Background: an optimization exercise with open tools, aiming at small area, a short achievable clock period and few clock cycles per item. Do not read the settings as production practice. In this exercise RTL edits were held to simulation tests only and were not proved equivalent to the original.

==> run a <==
==> flow/design.v (excerpt) <==
module lwc (
  input  wire        clk,
  input  wire        rst,
  input  wire [31:0] pdi_data,
  input  wire        pdi_valid,
  output wire        pdi_ready,
  input  wire [31:0] sdi_data,
  input  wire        sdi_valid,
  output wire        sdi_ready,
  output wire [31:0] do_data,
  output wire        do_last,
  output wire        do_valid,
  input  wire        do_ready
);
make LEC_CHECK=0 CAP_MARGIN=20 CORE_MARGIN=2 CORE_UTILIZATION=50 CTS_BUF_LIST='sky130_fd_sc_hd__clkbuf_4 sky130_fd_sc_hd__clkbuf_8' PLACE_DENSITY=0.7 SETUP_SLACK_MARGIN=3.0 SLEW_MARGIN=20 finish   # period 6.0 ns
run.sh (not shown) runs the stock make flow with config.mk's settings and CLKGATE_MAP_FILE= SYNTH_SCRIPT=/design/flow/synth_recipe.tcl, a recipe that flattens the netlist after the stock synthesis.
==> inputs of run b, as changes to run a <==
- CTS_BUF_LIST: sky130_fd_sc_hd__clkbuf_4 sky130_fd_sc_hd__clkbuf_8 -> not set
- SLEW_MARGIN: 20 -> 60
==> comparison table <==
	run a	run b
Placed cell count	7163	7249
HPWL reported at the end of detailed placement	208000 um	213000 um
Clk cell area share	4.51%	4.67%
Post CTS Setup Buffer Count	19	18
Global Route met1 Usage	64.3%	64.6%
Drt total wl	283000 um	283000 um
Run status	no timing/DRC/antenna violations	no timing/DRC/antenna violations
Non-clock buffering overhead in the final layout	5.19%	6.94%
Detailed-route via count	50000	50100
Post-cts gate resize count	227	64
Detailed route wirelength on metal3	43700 um	43600 um
Crit share post-route	54.0%	52.1%
Number of antenna violations at the first check in global routing	25	12
Testbench counts of run a, summed over its fixed seeds: cycles 19,275, bytes 20,910.
Testbench counts of run b, summed over its fixed seeds: cycles 19,275, bytes 20,910.

---

==> inputs of run K <==
Another version of the RTL of lwc (not shown whole).
Design lwc, start of the top module:
module lwc (
  input  wire        clk,
  input  wire        rst,
  input  wire [31:0] pdi_data,
  input  wire        pdi_valid,
  output wire        pdi_ready,
  input  wire [31:0] sdi_data,
  input  wire        sdi_valid,
  output wire        sdi_ready,
  output wire [31:0] do_data,
  output wire        do_last,
  output wire        do_valid,
  input  wire        do_ready
);
==> flow/config.mk <==
export PLATFORM = sky130hd
export DESIGN_NAME = lwc
export DESIGN_NICKNAME = lwc
export VERILOG_FILES = /design/flow/design.v
export SDC_FILE = /design/flow/constraint.sdc
export NUM_CORES = 4
export LEC_CHECK = 0
export CAP_MARGIN = 20
export CORE_MARGIN = 2
export CORE_UTILIZATION = 50
export PLACE_DENSITY = 0.7
export SETUP_SLACK_MARGIN = 3.0
export SLEW_MARGIN = 20
==> flow/constraint.sdc <==
create_clock -name core_clock -period 6.0 [get_ports {clk}]
set_input_delay 1.2000 -clock core_clock [delete_from_list [all_inputs] [get_ports {clk}]]
set_output_delay 1.2000 -clock core_clock [all_outputs]
set_load 0.01 [all_outputs]
==> run Z (differences from run K) <==
--- a/flow/design.v
+++ b/flow/design.v
@@ -38,18 +38,17 @@
   reg        c_init;        
   reg        c_final;       
   reg        dpend;         
   reg [2:0]  os;
   reg        o_dec;
   reg        hdr_pend;
   reg        o_final;
   reg        tag_rdy;
-  reg [3:0]  fpart;         
-  wire       fail = |fpart;
+  reg        fail;
   reg [1:0]  o_idx;
   reg [3:0]  obusy;         
   reg [31:0] od;
   reg        ol, ov;
   reg        pr, sr;
   reg [3:0]  wsel;          
   assign do_data   = od;
   assign do_last   = ol;
@@ -75,22 +74,24 @@
   wire [63:0] r0 = c0 ^ {c0[18:0], c0[63:19]} ^ {c0[27:0], c0[63:28]};
   wire [63:0] r1 = c1 ^ {c1[60:0], c1[63:61]} ^ {c1[38:0], c1[63:39]};
   wire [63:0] r2 = c2 ^ {c2[0],    c2[63:1]}  ^ {c2[5:0],  c2[63:6]};
   wire [63:0] r3 = c3 ^ {c3[9:0],  c3[63:10]} ^ {c3[16:0], c3[63:17]};
   wire [63:0] r4 = c4 ^ {c4[6:0],  c4[63:7]}  ^ {c4[40:0], c4[63:41]};
   wire last_rnd = lrnd;
   wire is_msg   = (b_type == BT_MSG);
   wire fin_blk  = is_msg && b_last;
+  wire blk_ok   = b_rdy && (b_type == BT_AD || (is_msg && obusy == 4'd0));
   wire perm     = (cs == C_PERM);
-  reg  absorb;    
-  reg  st_step;   
-  reg  etag;      
-  reg  dtag;      
-  reg  init;      
+  wire absorb   = perm && last_rnd && !c_final && blk_ok;
+  wire st_step  = perm && (!last_rnd || c_final || blk_ok);
+  wire etag     = (cs == C_TAG) && !o_dec && (os == O_THDR || os == O_TAG) &&
+                  (b_rdy ? (b_type == BT_NONCE && kq == 2'd0) : wc == 2'd0);
+  wire dtag     = (cs == C_TAG) && o_dec && b_rdy && b_type == BT_TAG;
+  wire init     = b_rdy && b_type == BT_NONCE && kq == 2'd0 && (cs == C_IDLE || etag);
   wire dinit_ok = (cs == C_IDLE) && (kq == 2'd0);
   wire init_d   = pdi_valid && pr && ps == P_NONCE && wc == 2'd3 && dinit_ok;
   reg [15:0] bm, bp;        
   reg        rdec, k34, k23, dsep;
   integer j;
   wire [127:0] rrate = {r0, r1};
   reg  [127:0] rate_n, obk;
   always @* begin
@@ -112,57 +113,56 @@
   end
   wire p_fire = pdi_valid && pr;
   wire s_fire = sdi_valid && sr;
   wire o_free = !ov || do_ready;
   wire [3:0] wmask = (b_n == 5'd0) ? 4'b0000 : (b_n <= 5'd4) ? 4'b1000 :
                      (b_n <= 5'd8) ? 4'b1100 : (b_n <= 5'd12) ? 4'b1110 : 4'b1111;
   reg [2:0]  kcnt_n; reg [1:0] kq_dec;
   reg [1:0]  cs_n;  reg [3:0] rnd_n; reg c_init_n, c_final_n, dpend_n;
-  reg [2:0]  os_n;  reg o_final_n, tag_rdy_n; reg [3:0] fpart_n;
+  reg [2:0]  os_n;  reg o_final_n, tag_rdy_n, fail_n;
   reg [1:0]  o_idx_n; reg [3:0] obusy_n;
   reg [31:0] od_n;  reg ol_n, ov_n;
   reg        emit, hdr_clr, b_clr;
   always @* begin
     kcnt_n = kcnt; kq_dec = 2'd0;
     cs_n = cs; rnd_n = rnd; c_init_n = c_init; c_final_n = c_final; dpend_n = dpend;
     os_n = os; o_final_n = o_final;
-    tag_rdy_n = tag_rdy; fpart_n = fpart; o_idx_n = o_idx; obusy_n = obusy;
+    tag_rdy_n = tag_rdy; fail_n = fail; o_idx_n = o_idx; obusy_n = obusy;
     od_n = od; ol_n = ol; ov_n = ov;
     b_clr = 1'b0; hdr_clr = 1'b0;
     if (s_fire) begin
       kcnt_n = kcnt + 3'd1;
       if (kcnt == 3'd5) begin
         kcnt_n = 3'd0;
         kq_dec = 2'd1;
       end
     end
     if (perm) begin
       if (!last_rnd) rnd_n = rnd + 4'd1;
       else if (c_final) cs_n = C_TAG;
-      else if (absorb) begin
+      else if (blk_ok) begin
         rnd_n = fin_blk ? 4'd0 : 4'd4;
         c_init_n = 1'b0;
         c_final_n = fin_blk;
         if (is_msg) begin
           dpend_n = 1'b0;
           obusy_n = wmask;
           o_idx_n = 2'd0;
           if (b_last) o_final_n = 1'b1;
         end
         b_clr = 1'b1;
       end
     end
     if (dtag) begin
       cs_n = C_IDLE; b_clr = 1'b1; tag_rdy_n = 1'b1;
-      fpart_n = {blk[127:96] != st[127:96], blk[95:64] != st[95:64],
-                 blk[63:32] != st[63:32], blk[31:0] != st[31:0]};
+      fail_n = (blk != st[127:0]);
     end
     if (etag) begin
-      cs_n = C_IDLE; tag_rdy_n = 1'b1; fpart_n = 4'd0;
+      cs_n = C_IDLE; tag_rdy_n = 1'b1; fail_n = 1'b0;
       obusy_n = 4'b1111; o_idx_n = 2'd0;
     end
     if (init) begin
       cs_n = C_PERM; rnd_n = 4'd0; c_init_n = 1'b1; c_final_n = 1'b0; dpend_n = 1'b1;
       b_clr = 1'b1;
     end
     emit = 1'b0;
     if (o_free) begin
@@ -233,36 +233,16 @@
   wire       c_init_x  = init_d ? 1'b1 : c_init_n;
   wire       c_final_x = init_d ? 1'b0 : c_final_n;
   wire       dpend_x   = init_d ? 1'b1 : dpend_n;
   wire [1:0] b_type_x  = pfi ? b_type_a[1] : b_type_a[0];
   wire       b_last_x  = pfi ? b_last_a[1] : b_last_a[0];
   wire [4:0] b_n_x     = pfi ? b_n_a[1] : b_n_a[0];
   wire       o_dec_x   = pfi ? o_dec_a[1] : o_dec_a[0];
   wire       lab_x     = (rnd_x == 4'd11) && !c_final_x;
-  wire [1:0] cs_x      = init_d ? C_PERM : cs_n;
-  wire       b_rdy_x   = pfi ? b_rdy_a[1] : b_rdy_a[0];
-  wire [1:0] wc_x      = pfi ? wc_a[1] : wc_a[0];
-  wire       perm_x    = (cs_x == C_PERM);
-  wire       lrnd_x    = (rnd_x == 4'd11);
-  wire       blk_ok_x  = b_rdy_x && (b_type_x == BT_AD || (b_type_x == BT_MSG && obusy_n == 4'd0));
-  wire       etag_x    = (cs_x == C_TAG) && !o_dec_x && (os_n == O_THDR || os_n == O_TAG) &&
-                         (b_rdy_x ? (b_type_x == BT_NONCE && kq_n == 2'd0) : wc_x == 2'd0);
-  always @(posedge clk) begin
-    if (rst) begin
-      absorb <= 1'b0; st_step <= 1'b0; etag <= 1'b0; dtag <= 1'b0; init <= 1'b0;
-    end else begin
-      absorb  <= perm_x && lrnd_x && !c_final_x && blk_ok_x;
-      st_step <= perm_x && (!lrnd_x || c_final_x || blk_ok_x);
-      etag    <= etag_x;
-      dtag    <= (cs_x == C_TAG) && o_dec_x && b_rdy_x && b_type_x == BT_TAG;
-      init    <= b_rdy_x && b_type_x == BT_NONCE && kq_n == 2'd0 &&
-                 (cs_x == C_IDLE || etag_x);
-    end
-  end
   always @(posedge clk) begin
     rdec <= (b_type_x == BT_MSG) && o_dec_x;
     k34  <= (rnd_x == 4'd11) && (c_init_x || c_final_x);
     k23  <= lab_x && (b_type_x == BT_MSG) && b_last_x;
     dsep <= lab_x && dpend_x && (b_type_x == BT_MSG);
     for (j = 0; j < 16; j = j + 1) begin
       bm[15-j] <= lab_x && (j < b_n_x);
       bp[15-j] <= lab_x && b_last_x && (j == b_n_x);
@@ -270,17 +250,17 @@
   end
   always @(posedge clk) begin
     if (rst) begin
       ps <= P_INSTR; p_dec <= 1'b0; rem <= 16'd0; kcnt <= 3'd0; kq <= 2'd0;
       rle4 <= 1'b1; req4 <= 1'b0; lrnd <= 1'b0;
       b_rdy <= 1'b0; b_type <= BT_NONCE; b_n <= 5'd0; b_last <= 1'b0; wc <= 2'd0;
       cs <= C_IDLE; rnd <= 4'd0; c_init <= 1'b0; c_final <= 1'b0; dpend <= 1'b0;
       os <= O_IDLE; o_dec <= 1'b0; hdr_pend <= 1'b0; o_final <= 1'b0;
-      tag_rdy <= 1'b0; fpart <= 4'd0; o_idx <= 2'd0; obusy <= 4'd0;
+      tag_rdy <= 1'b0; fail <= 1'b0; o_idx <= 2'd0; obusy <= 4'd0;
       ol <= 1'b0; ov <= 1'b0; pr <= 1'b1; sr <= 1'b0; wsel <= 4'd0;
     end else begin
       ps <= pfi ? ps_a[1] : ps_a[0];
       p_dec <= pfi ? p_dec_a[1] : p_dec_a[0];
       rem <= pfi ? rem_a[1] : rem_a[0];
       rle4 <= pfi ? rle4_a[1] : rle4_a[0];
       req4 <= pfi ? req4_a[1] : req4_a[0];
       kq <= kq_n;
@@ -295,17 +275,17 @@
       wsel <= pfi ? wsel_a[1] : wsel_a[0];
       kcnt <= kcnt_n; lrnd <= !init_d && (rnd_n == 4'd11);
       if (init_d) begin
         cs <= C_PERM; rnd <= 4'd0; c_init <= 1'b1; c_final <= 1'b0; dpend <= 1'b1;
       end else begin
         cs <= cs_n; rnd <= rnd_n; c_init <= c_init_n; c_final <= c_final_n; dpend <= dpend_n;
       end
       os <= os_n; o_final <= o_final_n;
-      tag_rdy <= tag_rdy_n; fpart <= fpart_n; o_idx <= o_idx_n; obusy <= obusy_n;
+      tag_rdy <= tag_rdy_n; fail <= fail_n; o_idx <= o_idx_n; obusy <= obusy_n;
       ol <= ol_n; ov <= ov_n; sr <= sr_n;
     end
   end
   always @(posedge clk) begin
     if (emit) od <= od_n;
     if (s_fire && kcnt >= 3'd2) key <= {key[95:0], sdi_data};
     if (init)
       st <= {64'h80800c0800000000, key, blk};
==> run F (differences from run K) <==
--- a/flow/design.v
+++ b/flow/design.v
@@ -38,20 +38,20 @@
   reg        c_init;        
   reg        c_final;       
   reg        dpend;         
   reg [2:0]  os;
   reg        o_dec;
   reg        hdr_pend;
   reg        o_final;
   reg        tag_rdy;
-  reg [3:0]  fpart;         
-  wire       fail = |fpart;
+  reg        fail;
   reg [1:0]  o_idx;
   reg [3:0]  obusy;         
+  reg [1:0]  o_li, o_pb;    
   reg [31:0] od;
   reg        ol, ov;
   reg        pr, sr;
   reg [3:0]  wsel;          
   assign do_data   = od;
   assign do_last   = ol;
   assign do_valid  = ov;
   assign pdi_ready = pr;
@@ -75,24 +75,27 @@
   wire [63:0] r0 = c0 ^ {c0[18:0], c0[63:19]} ^ {c0[27:0], c0[63:28]};
   wire [63:0] r1 = c1 ^ {c1[60:0], c1[63:61]} ^ {c1[38:0], c1[63:39]};
   wire [63:0] r2 = c2 ^ {c2[0],    c2[63:1]}  ^ {c2[5:0],  c2[63:6]};
   wire [63:0] r3 = c3 ^ {c3[9:0],  c3[63:10]} ^ {c3[16:0], c3[63:17]};
   wire [63:0] r4 = c4 ^ {c4[6:0],  c4[63:7]}  ^ {c4[40:0], c4[63:41]};
   wire last_rnd = lrnd;
   wire is_msg   = (b_type == BT_MSG);
   wire fin_blk  = is_msg && b_last;
+  wire blk_ok   = b_rdy && (b_type == BT_AD || (is_msg && obusy == 4'd0));
   wire perm     = (cs == C_PERM);
-  reg  absorb;    
-  reg  st_step;   
-  reg  etag;      
-  reg  dtag;      
-  reg  init;      
+  wire absorb   = perm && last_rnd && !c_final && blk_ok;
+  wire st_step  = perm && (!last_rnd || c_final || blk_ok);
+  wire etag     = (cs == C_TAG) && !o_dec && (os == O_THDR || os == O_TAG) &&
+                  (b_rdy ? (b_type == BT_NONCE && kq == 2'd0) : wc == 2'd0);
+  wire dtag     = (cs == C_TAG) && o_dec && b_rdy && b_type == BT_TAG;
+  wire init     = b_rdy && b_type == BT_NONCE && kq == 2'd0 && (cs == C_IDLE || etag);
   wire dinit_ok = (cs == C_IDLE) && (kq == 2'd0);
-  wire init_d   = pdi_valid && pr && ps == P_NONCE && wc == 2'd3 && dinit_ok;
+  reg  init_dc;
+  wire init_d   = pdi_valid && init_dc;
   reg [15:0] bm, bp;        
   reg        rdec, k34, k23, dsep;
   integer j;
   wire [127:0] rrate = {r0, r1};
   reg  [127:0] rate_n, obk;
   always @* begin
     for (j = 0; j < 16; j = j + 1) begin
       obk[8*j +: 8] = rrate[8*j +: 8] ^ blk[8*j +: 8];
@@ -100,70 +103,67 @@
         rate_n[8*j +: 8] = rdec ? blk[8*j +: 8] : obk[8*j +: 8];
       else
         rate_n[8*j +: 8] = rrate[8*j +: 8] ^ {bp[j], 7'd0};
     end
   end
   wire [63:0] x2_n = r2 ^ (k23 ? key[127:64] : 64'd0);
   wire [63:0] x3_n = r3 ^ (k23 ? key[63:0] : 64'd0) ^ (k34 ? key[127:64] : 64'd0);
   wire [63:0] x4_n = r4 ^ (k34 ? key[63:0] : 64'd0) ^ {63'd0, dsep};
-  reg [127:0] obm;
-  always @* begin
-    for (j = 0; j < 16; j = j + 1)
-      obm[8*j +: 8] = bm[j] ? obk[8*j +: 8] : 8'd0;
-  end
   wire p_fire = pdi_valid && pr;
   wire s_fire = sdi_valid && sr;
   wire o_free = !ov || do_ready;
   wire [3:0] wmask = (b_n == 5'd0) ? 4'b0000 : (b_n <= 5'd4) ? 4'b1000 :
                      (b_n <= 5'd8) ? 4'b1100 : (b_n <= 5'd12) ? 4'b1110 : 4'b1111;
   reg [2:0]  kcnt_n; reg [1:0] kq_dec;
   reg [1:0]  cs_n;  reg [3:0] rnd_n; reg c_init_n, c_final_n, dpend_n;
-  reg [2:0]  os_n;  reg o_final_n, tag_rdy_n; reg [3:0] fpart_n;
-  reg [1:0]  o_idx_n; reg [3:0] obusy_n;
+  reg [2:0]  os_n;  reg o_final_n, tag_rdy_n, fail_n;
+  reg [1:0]  o_idx_n; reg [3:0] obusy_n; reg [1:0] o_li_n, o_pb_n;
+  wire [4:0] b_n_m1 = b_n - 5'd1;
   reg [31:0] od_n;  reg ol_n, ov_n;
   reg        emit, hdr_clr, b_clr;
   always @* begin
     kcnt_n = kcnt; kq_dec = 2'd0;
     cs_n = cs; rnd_n = rnd; c_init_n = c_init; c_final_n = c_final; dpend_n = dpend;
     os_n = os; o_final_n = o_final;
-    tag_rdy_n = tag_rdy; fpart_n = fpart; o_idx_n = o_idx; obusy_n = obusy;
+    tag_rdy_n = tag_rdy; fail_n = fail; o_idx_n = o_idx; obusy_n = obusy; o_li_n = o_li; o_pb_n = o_pb;
     od_n = od; ol_n = ol; ov_n = ov;
     b_clr = 1'b0; hdr_clr = 1'b0;
     if (s_fire) begin
       kcnt_n = kcnt + 3'd1;
       if (kcnt == 3'd5) begin
         kcnt_n = 3'd0;
         kq_dec = 2'd1;
       end
     end
     if (perm) begin
       if (!last_rnd) rnd_n = rnd + 4'd1;
       else if (c_final) cs_n = C_TAG;
-      else if (absorb) begin
+      else if (blk_ok) begin
         rnd_n = fin_blk ? 4'd0 : 4'd4;
         c_init_n = 1'b0;
         c_final_n = fin_blk;
         if (is_msg) begin
           dpend_n = 1'b0;
           obusy_n = wmask;
           o_idx_n = 2'd0;
+          o_li_n = b_n_m1[3:2];
+          o_pb_n = b_n[1:0];
           if (b_last) o_final_n = 1'b1;
         end
         b_clr = 1'b1;
       end
     end
     if (dtag) begin
       cs_n = C_IDLE; b_clr = 1'b1; tag_rdy_n = 1'b1;
-      fpart_n = {blk[127:96] != st[127:96], blk[95:64] != st[95:64],
-                 blk[63:32] != st[63:32], blk[31:0] != st[31:0]};
+      fail_n = (blk != st[127:0]);
     end
     if (etag) begin
-      cs_n = C_IDLE; tag_rdy_n = 1'b1; fpart_n = 4'd0;
-      obusy_n = 4'b1111; o_idx_n = 2'd0;
+      cs_n = C_IDLE; tag_rdy_n = 1'b1; fail_n = 1'b0;
+      obusy_n = 4'b1111; o_idx_n = 2'd0; o_pb_n = 2'd0;
     end
     if (init) begin
       cs_n = C_PERM; rnd_n = 4'd0; c_init_n = 1'b1; c_final_n = 1'b0; dpend_n = 1'b1;
       b_clr = 1'b1;
     end
     emit = 1'b0;
     if (o_free) begin
       case (os)
@@ -176,16 +176,23 @@
           obusy_n[~o_idx] = 1'b0;
           o_idx_n = o_idx + 2'd1;
           case (o_idx)
             2'd0: od_n = blk[127:96];
             2'd1: od_n = blk[95:64];
             2'd2: od_n = blk[63:32];
             default: od_n = blk[31:0];
           endcase
+          if (o_idx == o_li)
+            case (o_pb)
+              2'd1: od_n[23:0] = 24'd0;
+              2'd2: od_n[15:0] = 16'd0;
+              2'd3: od_n[7:0]  = 8'd0;
+              default: ;
+            endcase
           ol_n = 1'b0;
           if (os == O_TAG && o_idx == 2'd3) os_n = O_STAT;
         end
         O_THDR: begin
           emit = 1'b1; os_n = O_TAG;
           od_n = 32'h83000010; ol_n = 1'b0;
         end
         default: if (tag_rdy) begin
@@ -234,34 +241,20 @@
   wire       c_final_x = init_d ? 1'b0 : c_final_n;
   wire       dpend_x   = init_d ? 1'b1 : dpend_n;
   wire [1:0] b_type_x  = pfi ? b_type_a[1] : b_type_a[0];
   wire       b_last_x  = pfi ? b_last_a[1] : b_last_a[0];
   wire [4:0] b_n_x     = pfi ? b_n_a[1] : b_n_a[0];
   wire       o_dec_x   = pfi ? o_dec_a[1] : o_dec_a[0];
   wire       lab_x     = (rnd_x == 4'd11) && !c_final_x;
   wire [1:0] cs_x      = init_d ? C_PERM : cs_n;
-  wire       b_rdy_x   = pfi ? b_rdy_a[1] : b_rdy_a[0];
-  wire [1:0] wc_x      = pfi ? wc_a[1] : wc_a[0];
-  wire       perm_x    = (cs_x == C_PERM);
-  wire       lrnd_x    = (rnd_x == 4'd11);
-  wire       blk_ok_x  = b_rdy_x && (b_type_x == BT_AD || (b_type_x == BT_MSG && obusy_n == 4'd0));
-  wire       etag_x    = (cs_x == C_TAG) && !o_dec_x && (os_n == O_THDR || os_n == O_TAG) &&
-                         (b_rdy_x ? (b_type_x == BT_NONCE && kq_n == 2'd0) : wc_x == 2'd0);
   always @(posedge clk) begin
-    if (rst) begin
-      absorb <= 1'b0; st_step <= 1'b0; etag <= 1'b0; dtag <= 1'b0; init <= 1'b0;
-    end else begin
-      absorb  <= perm_x && lrnd_x && !c_final_x && blk_ok_x;
-      st_step <= perm_x && (!lrnd_x || c_final_x || blk_ok_x);
-      etag    <= etag_x;
-      dtag    <= (cs_x == C_TAG) && o_dec_x && b_rdy_x && b_type_x == BT_TAG;
-      init    <= b_rdy_x && b_type_x == BT_NONCE && kq_n == 2'd0 &&
-                 (cs_x == C_IDLE || etag_x);
-    end
+    if (rst) init_dc <= 1'b0;
+    else     init_dc <= (pfi ? pr_a[1] : pr_a[0]) && (pfi ? ps_a[1] : ps_a[0]) == P_NONCE &&
+                        (pfi ? wc_a[1] : wc_a[0]) == 2'd3 && cs_x == C_IDLE && kq_n == 2'd0;
   end
   always @(posedge clk) begin
     rdec <= (b_type_x == BT_MSG) && o_dec_x;
     k34  <= (rnd_x == 4'd11) && (c_init_x || c_final_x);
     k23  <= lab_x && (b_type_x == BT_MSG) && b_last_x;
     dsep <= lab_x && dpend_x && (b_type_x == BT_MSG);
     for (j = 0; j < 16; j = j + 1) begin
       bm[15-j] <= lab_x && (j < b_n_x);
@@ -270,17 +263,17 @@
   end
   always @(posedge clk) begin
     if (rst) begin
       ps <= P_INSTR; p_dec <= 1'b0; rem <= 16'd0; kcnt <= 3'd0; kq <= 2'd0;
       rle4 <= 1'b1; req4 <= 1'b0; lrnd <= 1'b0;
       b_rdy <= 1'b0; b_type <= BT_NONCE; b_n <= 5'd0; b_last <= 1'b0; wc <= 2'd0;
       cs <= C_IDLE; rnd <= 4'd0; c_init <= 1'b0; c_final <= 1'b0; dpend <= 1'b0;
       os <= O_IDLE; o_dec <= 1'b0; hdr_pend <= 1'b0; o_final <= 1'b0;
-      tag_rdy <= 1'b0; fpart <= 4'd0; o_idx <= 2'd0; obusy <= 4'd0;
+      tag_rdy <= 1'b0; fail <= 1'b0; o_idx <= 2'd0; obusy <= 4'd0; o_li <= 2'd0; o_pb <= 2'd0;
       ol <= 1'b0; ov <= 1'b0; pr <= 1'b1; sr <= 1'b0; wsel <= 4'd0;
     end else begin
       ps <= pfi ? ps_a[1] : ps_a[0];
       p_dec <= pfi ? p_dec_a[1] : p_dec_a[0];
       rem <= pfi ? rem_a[1] : rem_a[0];
       rle4 <= pfi ? rle4_a[1] : rle4_a[0];
       req4 <= pfi ? req4_a[1] : req4_a[0];
       kq <= kq_n;
@@ -295,33 +288,33 @@
       wsel <= pfi ? wsel_a[1] : wsel_a[0];
       kcnt <= kcnt_n; lrnd <= !init_d && (rnd_n == 4'd11);
       if (init_d) begin
         cs <= C_PERM; rnd <= 4'd0; c_init <= 1'b1; c_final <= 1'b0; dpend <= 1'b1;
       end else begin
         cs <= cs_n; rnd <= rnd_n; c_init <= c_init_n; c_final <= c_final_n; dpend <= dpend_n;
       end
       os <= os_n; o_final <= o_final_n;
-      tag_rdy <= tag_rdy_n; fpart <= fpart_n; o_idx <= o_idx_n; obusy <= obusy_n;
+      tag_rdy <= tag_rdy_n; fail <= fail_n; o_idx <= o_idx_n; obusy <= obusy_n; o_li <= o_li_n; o_pb <= o_pb_n;
       ol <= ol_n; ov <= ov_n; sr <= sr_n;
     end
   end
   always @(posedge clk) begin
     if (emit) od <= od_n;
     if (s_fire && kcnt >= 3'd2) key <= {key[95:0], sdi_data};
     if (init)
       st <= {64'h80800c0800000000, key, blk};
-    else if (init_d)
+    else if (init_dc)
       st <= {64'h80800c0800000000, key, blk[127:32], pdi_data};
     else if (st_step)
       st <= {rate_n, x2_n, x3_n, x4_n};
     if (etag)
       blk <= st[127:0];
     else if (absorb && is_msg)
-      blk <= obm;
+      blk <= obk;
     else begin
       if (p_fire && wsel[3]) blk[127:96] <= pdi_data;
       if (p_fire && wsel[2]) blk[95:64]  <= pdi_data;
       if (p_fire && wsel[1]) blk[63:32]  <= pdi_data;
       if (p_fire && wsel[0]) blk[31:0]   <= pdi_data;
     end
   end
 endmodule
Settings changed: CORE_UTILIZATION 50 to 45, CTS_CLUSTER_DIAMETER set to 90, CTS_CLUSTER_SIZE set to 20, PLACE_DENSITY 0.7 to 0.65.
==> run notes <==
metric	run K	run Z	run F
Status	complete, no violations	complete, no violations	complete, no violations
Y dimension of the die	332 um	331 um	350 um
Placed cell area	57100 um2	56700 um2	57600 um2
Diode insertion count for antenna repair	9	7	9
Max-slew headroom	7.13%	2.50%	13.6%
Cts bufs inserted	88	87	47
Multiplexer share of the synthesized area	0.934%	0.711%	1.49%
Clock-cell share	4.72%	4.66%	2.41%
Endpoint of the lowest-slack register-to-register path	st[14]$_DFFE_PP_	blk[53]$_DFFE_PP_	blk[68]$_DFFE_PP_
Clock net sink count	723	715	720
#MultiIn Comb	4692	4571	4513
Upper clock frequency limit	305 MHz	317 MHz	314 MHz
Final core utilization	58.6%	59.5%	52.9%
Number of global-route vias before repair	44200	44400	43700
Register bit count reported by yosys	723	715	720
RR Startpoint	st[55]$_DFFE_PP_	obusy[0]$_SDFF_PP0_	st[23]$_DFFE_PP_
Initial DRC count	8858	9092	8358
Testbench counts of run K, summed over its fixed seeds: cycles 19,275, bytes 20,910.
Testbench counts of run Z, summed over its fixed seeds: cycles 19,275, bytes 20,910.
Testbench counts of run F, summed over its fixed seeds: cycles 19,275, bytes 20,910.

-- port drivers added, routing unchanged --
The results above use ideal ports. As a check the final layouts listed here were re-extracted and re-timed, cells and wires unchanged.
Step 1 (the two cells are an assumption about what drives the block):
set clk [get_ports {clk}]
set_driving_cell -lib_cell sky130_fd_sc_hd__clkbuf_16 $clk
set_driving_cell -lib_cell sky130_fd_sc_hd__buf_2 [delete_from_list [all_inputs] $clk]
Step 2 moves the port delays by t, midway between the first and last clock arrival at a register: inputs arrive t later, outputs are due t later. That takes back most of the time a late clock gives input paths.
Slacks: ideal ports / drivers / drivers and shift; pairs: ideal ports / drivers.
run	t, ns	setup slack, ns	worst hold slack (ns)
run a	0.959	2.763 / 2.763 / 2.132	0.490 / 0.490 / 0.490
run b	0.796	2.877 / 2.877 / 2.204	0.488 / 0.488 / 0.488
run K	0.788	2.718 / 2.718 / 2.320	0.483 / 0.483 / 0.483
run Z	0.772	2.841 / 2.841 / 2.248	0.487 / 0.487 / 0.487
run F	0.780	2.812 / 2.812 / 2.351	0.481 / 0.481 / 0.481
After both steps every run listed still meets setup and hold. The setup slack of run b, which loses most, moves by 0.000 ns with the drivers and by -0.673 ns with both steps.
